What follows belongs to an exercise in optimizing a design on an open flow for small area; a production flow would make more cautious choices.
Only simulation tests tie the RTL to the original design; equivalence was not proved.
No activity file was given, so power comes from the tool's default toggle rates.

==> job 9978: inputs <==
==> flow/design.v <==
module parking_meter(
input add1,
input add2,
input add3,
input add4,
input rst1,
input rst2,
input clk,
input rst,
output [6:0] seg_vector,
output a1,
output a2,
output a3,
output a4,
output [3:0] val1,
output [3:0] val2,
output [3:0] val3,
output [3:0] val4
    );
reg [3:0] t3, t2, t1, t0;    
reg [5:0] lfsr;              
reg half;                    
reg less;                    
reg activate;
reg [1:0] scan;
reg [3:0] shown;             
assign val1 = t3;
assign val2 = t2;
assign val3 = t1;
assign val4 = t0;
wire [3:0] q0, q1, q2, q3;   
wire z0, z1, z2, z3;         
wire [3:0] n1, n2, n3;       
wire c1, c2, sat, on;
assign q0[0] = (~t0[0]);
assign q0[1] = (~t0[0] & t0[3]) | (t0[0] & t0[1]) | (~t0[0] & ~t0[1] & t0[2]);
assign q0[2] = (~t0[0] & t0[3]) | (t0[0] & t0[2]) | (t0[1] & t0[2]);
assign q0[3] = (~t0[0] & ~t0[1] & ~t0[2] & ~t0[3]) | (t0[0] & t0[3]);
assign z0 = (~t0[0] & ~t0[1] & ~t0[2] & ~t0[3]);
assign q1[0] = (~t1[0]);
assign q1[1] = (~t1[0] & t1[3]) | (t1[0] & t1[1]) | (~t1[0] & ~t1[1] & t1[2]);
assign q1[2] = (~t1[0] & t1[3]) | (t1[0] & t1[2]) | (t1[1] & t1[2]);
assign q1[3] = (~t1[0] & ~t1[1] & ~t1[2] & ~t1[3]) | (t1[0] & t1[3]);
assign z1 = (~t1[0] & ~t1[1] & ~t1[2] & ~t1[3]);
assign q2[0] = (~t2[0]);
assign q2[1] = (~t2[0] & t2[3]) | (t2[0] & t2[1]) | (~t2[0] & ~t2[1] & t2[2]);
assign q2[2] = (~t2[0] & t2[3]) | (t2[0] & t2[2]) | (t2[1] & t2[2]);
assign q2[3] = (~t2[0] & ~t2[1] & ~t2[2] & ~t2[3]) | (t2[0] & t2[3]);
assign z2 = (~t2[0] & ~t2[1] & ~t2[2] & ~t2[3]);
assign q3[0] = (~t3[0]);
assign q3[1] = (~t3[0] & t3[3]) | (t3[0] & t3[1]) | (~t3[0] & ~t3[1] & t3[2]);
assign q3[2] = (~t3[0] & t3[3]) | (t3[0] & t3[2]) | (t3[1] & t3[2]);
assign q3[3] = (~t3[0] & ~t3[1] & ~t3[2] & ~t3[3]) | (t3[0] & t3[3]);
assign z3 = (~t3[0] & ~t3[1] & ~t3[2] & ~t3[3]);
wire [3:0] ka = add4 ? 4'd0 : add3 ? 4'd8 : add2 ? 4'd2 : 4'd6;
wire [1:0] kb = add4 ? 2'd3 : (add3 | add2) ? 2'd1 : 2'd0;
wire [4:0] s1 = t1 + ka;
assign c1 = s1 > 5'd9;
assign n1 = c1 ? s1 - 5'd10 : s1;
wire [4:0] s2 = t2 + kb + c1;
assign c2 = s2 > 5'd9;
assign n2 = c2 ? s2 - 5'd10 : s2;
assign n3[0] = ~((~t3[0] & ~c2) | (t3[0] & ~t3[3] & c2));
assign n3[1] = (t3[1] & ~c2) | (t3[0] & ~t3[1] & ~t3[3] & c2) | (~t3[0] & t3[1]);
assign n3[2] = (t3[2] & ~c2) | (t3[0] & t3[1] & ~t3[2] & c2) | (~t3[1] & t3[2]) | (~t3[0] & t3[2]);
assign n3[3] = (t3[3]) | (t3[0] & t3[1] & t3[2] & c2);
assign sat = (t3[0] & t3[3] & c2);
wire tnz = ~(z0 & z1 & z2 & z3);
wire hend = (lfsr[0] | lfsr[1] | lfsr[3] | lfsr[5]) == 1'b0;   
wire tick = hend & half & tnz;
wire anyadd = add1 | add2 | add3 | add4;
always @(posedge clk) begin
	if (rst)
		{t3, t2, t1, t0} <= 16'h0000;
	else if (tick) begin
		t0 <= q0;
		if (z0) t1 <= q1;
		if (z0 & z1) t2 <= q2;
		if (z0 & z1 & z2) t3 <= q3;
	end
	else if (rst2)
		{t3, t2, t1, t0} <= 16'h0150;
	else if (rst1)
		{t3, t2, t1, t0} <= 16'h0016;
	else if (anyadd) begin
		if (sat)
			{t3, t2, t1, t0} <= 16'h9999;
		else
			{t3, t2, t1} <= {n3, n2, n1};
	end
end
always @(posedge clk) begin
	if (rst | hend)
		lfsr <= 6'd1;
	else
		lfsr <= {lfsr[4:0], lfsr[5] ^ lfsr[0]};
end
always @(posedge clk) begin
	if (rst)
		half <= 0;
	else
		half <= half ^ hend;
end
always @(posedge clk) begin
	if (rst)
		less <= 0;
	else
		less <= tnz & z3 & ~t2[3] & ~t2[2] & ~t2[1] & ~(t2[0] & t1[3]);
end
always @(posedge clk) begin
	if (rst)
		activate <= 0;
	else if (less)
		activate <= ~t0[0];
	else if (hend)
		activate <= ~activate;
end
reg [3:0] sel;
always @* begin
	case (scan)
	2'd0: sel = t3;
	2'd1: sel = t2;
	2'd2: sel = t1;
	default: sel = t0;
	endcase
end
always @(posedge clk) begin
	if (rst) begin
		scan <= 0;
		shown <= 4'd15;
	end
	else begin
		scan <= scan + 1'b1;
		shown <= activate ? sel : 4'd15;
	end
end
assign a1 = ~(on & ~scan[1] & scan[0]);
assign a2 = ~(on & scan[1] & ~scan[0]);
assign a3 = ~(on & scan[1] & scan[0]);
assign a4 = ~(on & ~scan[1] & ~scan[0]);
assign seg_vector[0] = (~shown[1] & ~shown[2] & ~shown[3]) | (shown[0] & shown[1] & shown[2]);
assign seg_vector[1] = (shown[0] & ~shown[2] & ~shown[3]) | (shown[1] & ~shown[2]) | (shown[0] & shown[1]);
assign seg_vector[2] = (shown[0]) | (~shown[1] & shown[2]);
assign seg_vector[3] = (shown[0] & ~shown[1] & ~shown[2] & ~shown[3]) | (~shown[0] & ~shown[1] & shown[2]) | (shown[0] & shown[1] & shown[2]);
assign seg_vector[4] = (~shown[0] & shown[1] & ~shown[2]) | (shown[1] & shown[3]);
assign seg_vector[5] = ~((~shown[2]) | (~shown[0] & ~shown[1]) | (shown[0] & shown[1] & ~shown[3]));
assign seg_vector[6] = (shown[0] & ~shown[1] & ~shown[2] & ~shown[3]) | (~shown[0] & ~shown[1] & shown[2]) | (shown[2] & shown[3]);
assign on = (~shown[3]) | (~shown[1]);
endmodule
==> flow/run.sh <==
#!/bin/bash
# synth_recipe.tcl (not shown) runs the flow's synth.tcl, then flattens the netlist and writes it again
# the make line also repeats each setting of config.mk as NAME=value (left out here)
make -C /OpenROAD-flow-scripts/flow DESIGN_CONFIG=/design/flow/config.mk WORK_HOME=/design/flow/orfs CLKGATE_MAP_FILE= SYNTH_SCRIPT=/design/flow/synth_recipe.tcl finish
==> flow/config.mk <==
export PLATFORM = sky130hd
export DESIGN_NAME = parking_meter
export DESIGN_NICKNAME = parking_meter
export VERILOG_FILES = /design/flow/design.v
export SDC_FILE = /design/flow/constraint.sdc
export NUM_CORES = 4
export LEC_CHECK = 0
export CAP_MARGIN = 20
export CORE_MARGIN = 2
export CORE_UTILIZATION = 40
export SLEW_MARGIN = 20
==> flow/constraint.sdc <==
create_clock -name core_clock -period 20.0 [get_ports {clk}]
set_input_delay 4.0000 -clock core_clock [delete_from_list [all_inputs] [get_ports {clk}]]
set_output_delay 4.0000 -clock core_clock [all_outputs]
set_load 0.01 [all_outputs]
==> job 9256: changes against job 9978 <==
--- a/flow/design.v
+++ b/flow/design.v
@@ -54,10 +54,12 @@
 assign z3 = (~t3[0] & ~t3[1] & ~t3[2] & ~t3[3]);
-wire [3:0] ka = add4 ? 4'd0 : add3 ? 4'd8 : add2 ? 4'd2 : 4'd6;
-wire [1:0] kb = add4 ? 2'd3 : (add3 | add2) ? 2'd1 : 2'd0;
-wire [4:0] s1 = t1 + ka;
-assign c1 = s1 > 5'd9;
-assign n1 = c1 ? s1 - 5'd10 : s1;
-wire [4:0] s2 = t2 + kb + c1;
-assign c2 = s2 > 5'd9;
-assign n2 = c2 ? s2 - 5'd10 : s2;
+assign n1[1] = ~((t1[1] & ~t1[2] & ~add4) | (~t1[1] & t1[2] & ~add3 & ~add2) | (t1[3] & ~add3) | (~t1[1] & add4) | (t1[1] & ~add4 & add2) | (t1[1] & ~add4 & add3) | (~t1[1] & ~t1[2] & ~t1[3] & add3));
+assign n1[2] = (~t1[1] & ~t1[2] & ~add4 & ~add3 & ~add2) | (t1[2] & add4) | (t1[1] & ~t1[2] & ~add4 & ~add3 & add2) | (~t1[1] & t1[2] & ~add3 & add2) | (t1[1] & t1[2] & add3) | (t1[3] & ~add4 & add3);
+assign n1[3] = ~((t1[2] & ~add2) | (t1[1] & add3) | (t1[3] & ~add4) | (~t1[3] & add4) | (~t1[1] & ~add4 & ~add3) | (t1[2] & add3) | (t1[1] & ~t1[2] & add2));
+assign c1 = ~((add4) | (~t1[1] & ~t1[2] & ~t1[3]) | (~t1[3] & ~add3 & add2) | (~t1[2] & ~t1[3] & ~add3));
+assign n1[0] = t1[0];
+assign n2[0] = (t2[0] & ~add4 & ~add3 & ~add2 & ~c1) | (~t2[0] & ~add4 & ~add3 & ~add2 & c1) | (~t2[0] & add4 & ~c1) | (t2[0] & add4 & c1) | (~t2[0] & add3 & ~c1) | (t2[0] & add3 & c1) | (~t2[0] & add2 & ~c1) | (t2[0] & add2 & c1);
+assign n2[1] = ~((~t2[0] & t2[1] & add4 & ~c1) | (~t2[0] & t2[3] & ~c1) | (~t2[0] & ~t2[1] & ~add4 & ~c1) | (t2[0] & t2[1] & ~add4 & c1) | (t2[3] & ~add4) | (t2[1] & ~add4 & add3 & c1) | (t2[0] & t2[1] & ~add4 & add3) | (~t2[1] & ~t2[3] & add4 & c1) | (t2[0] & ~t2[1] & ~t2[3] & add4) | (t2[1] & ~add4 & add2 & c1) | (t2[0] & t2[1] & ~add4 & add2) | (t2[1] & t2[2] & add4) | (~t2[1] & ~add4 & ~add3 & ~add2 & ~c1) | (~t2[0] & ~t2[1] & ~add4 & ~add3 & ~add2));
+assign n2[2] = ~((~t2[2] & ~add4 & ~add3 & ~add2 & ~c1) | (~t2[0] & ~t2[1] & ~t2[2] & ~c1) | (~t2[1] & ~t2[2] & ~add4) | (~t2[0] & ~t2[2] & ~add4 & ~add3 & ~add2) | (t2[0] & t2[1] & t2[2] & c1) | (t2[2] & add4 & c1) | (t2[0] & t2[2] & add4) | (t2[1] & t2[2] & add4) | (t2[3]) | (~t2[0] & ~t2[2] & ~add4 & ~c1) | (t2[1] & t2[2] & add3 & c1) | (t2[0] & t2[1] & t2[2] & add3) | (t2[1] & t2[2] & add2 & c1) | (t2[0] & t2[1] & t2[2] & add2));
+assign n2[3] = ~((t2[0] & t2[1] & add4) | (t2[1] & add4 & c1) | (~t2[2] & ~t2[3]) | (t2[3] & add4) | (~t2[1] & t2[2] & ~add4) | (t2[0] & ~t2[2] & c1) | (~t2[0] & ~t2[1] & add4 & ~c1) | (~t2[0] & t2[2] & ~add4 & ~c1) | (t2[0] & ~t2[2] & add2) | (~t2[2] & add3 & c1) | (~t2[2] & add2 & c1) | (t2[0] & ~t2[2] & add3) | (t2[0] & t2[1] & ~add3 & ~add2 & ~c1) | (~t2[0] & t2[1] & ~add3 & ~add2 & c1));
+assign c2 = ~((~add4 & ~add3 & ~add2 & ~c1) | (~t2[0] & ~add4 & ~c1) | (~t2[0] & ~add4 & ~add3 & ~add2) | (~t2[1] & ~t2[3]) | (~t2[2] & ~t2[3]) | (t2[2] & ~add4) | (~t2[0] & t2[2] & ~c1));
 assign n3[0] = ~((~t3[0] & ~c2) | (t3[0] & ~t3[3] & c2));
@@ -132,3 +134,3 @@
 	else begin
-		scan <= scan + 1'b1;
+		scan <= {scan[1] ^ scan[0], ~scan[0]};
 		shown <= activate ? sel : 4'd15;
==> flow/flow/run.sh (new file) <==
#!/bin/bash
# Own layout flow: the standard flow (standard.sh) with three changes that
# only affect how much cell area the layout uses:
#  - synthesis is the standard flow's own script (synth_recipe.tcl, same registers), but
#    ABC maps the combinational logic with an area-oriented script;
#  - the port buffers are buf_1 instead of the default clkdlybuf4s50_1;
#  - the clock tree is built from clkbuf_8 without dummy loads.
# Each tool's output is in orfs/logs/; make's own output is in flow.log.
set -euo pipefail
W=$PWD
export MY_ABC_SCRIPT=$W/flow/abc_area.script
export FLOW_SYNTH_TCL=$W/synth_recipe.tcl
CTS="-sink_clustering_enable -repair_clock_nets -dont_use_dummy_load -buf_list sky130_fd_sc_hd__clkbuf_8 -root_buf sky130_fd_sc_hd__clkbuf_8 -sink_clustering_size 40 -sink_clustering_max_diameter 200"
bash standard.sh \
  SYNTH_SCRIPT=$W/flow/my_synth.tcl \
  "BUFFER_PORTS_ARGS=-buffer_cell sky130_fd_sc_hd__buf_1" \
  "CTS_ARGS=$CTS" \
  finish > $W/flow.log 2>&1
==> flow/flow/abc_area.script (new file) <==
strash
&get -n
&deepsyn -T 10
&put
&get -n
&dch -f
&nf -R 1000
&put
==> flow/flow/my_synth.tcl (new file) <==
# Runs the standard flow's synthesis script unchanged except for the ABC script used for
# the combinational logic (registers are mapped before ABC and are untouched).
proc abc {args} {
  set i [lsearch -exact $args -script]
  if {$i >= 0} { lset args [expr {$i + 1}] $::env(MY_ABC_SCRIPT) }
  set j [lsearch -exact $args -D]
  if {$j >= 0} { set args [lreplace $args $j [expr {$j + 1}]] }
  puts "abc (own script): $args"
  yosys abc {*}$args
}
source $::env(FLOW_SYNTH_TCL)
==> flow/standard.sh (new file) <==
#!/bin/bash
# synth_recipe.tcl (not shown) runs the flow's synth.tcl, then flattens the netlist and writes it again
# the make line also repeats each setting of config.mk as NAME=value (left out here)
make -C /OpenROAD-flow-scripts/flow DESIGN_CONFIG=/design/flow/config.mk WORK_HOME=/design/flow/orfs CLKGATE_MAP_FILE= SYNTH_SCRIPT=/design/flow/synth_recipe.tcl "${@:-finish}"
--- a/flow/config.mk
+++ b/flow/config.mk
@@ -7,2 +7,3 @@
 export LEC_CHECK = 0
+export ABC_AREA = 1
 export CAP_MARGIN = 20
removed: flow/run.sh
==> results.txt <==
status complete, no violations; Clk power 64.6 uW; Placed Instance Area between 0.002 and 0.003 mm^2; Core ar. 0.00585 mm^2; All-Layer GR Usage 19.4%; Layout Cells excl Fill 402
# the run above: job 9978

==> results.txt <==
Core ar. 0.00409 mm^2; Clk power between 40 and 50 uW; All-Layer GR Usage 19.5%; status complete, no violations; Placed Instance Area 0.00192 mm^2
# the run above: job 9256

## what the ideal ports hide
How much do the figures lean on ideal ports? The routed layouts below were timed once more, with nothing changed but the port constraints.
Step 1 (the two cells are an assumption about what drives the block):
set clk [get_ports {clk}]
set_driving_cell -lib_cell sky130_fd_sc_hd__clkbuf_16 $clk
set_driving_cell -lib_cell sky130_fd_sc_hd__buf_2 [delete_from_list [all_inputs] $clk]
Step 2 adds t to the input delays and takes it off the output delays; t is the mean of the earliest and latest rising clock arrival at the registers after step 1. Input paths then give back, and output paths get back, about the clock's delay inside the block.
a / b / c = no drivers / after step 1 / after step 2; a / b = the first two.
| run | t (ns) | slack for setup (ns) | worst register clock-pin slew, ns |
|---|---|---|---|
| job 9978 | 0.305 | 11.642 / 11.648 / 11.343 | 0.07 / 0.07 |
| job 9256 | 0.302 | 13.851 / 13.854 / 13.551 | 0.07 / 0.07 |
After both steps setup and hold are still met in every run listed. The setup slack of job 9256, which loses most, moves by +0.003 ns with the drivers and by -0.300 ns with both steps.
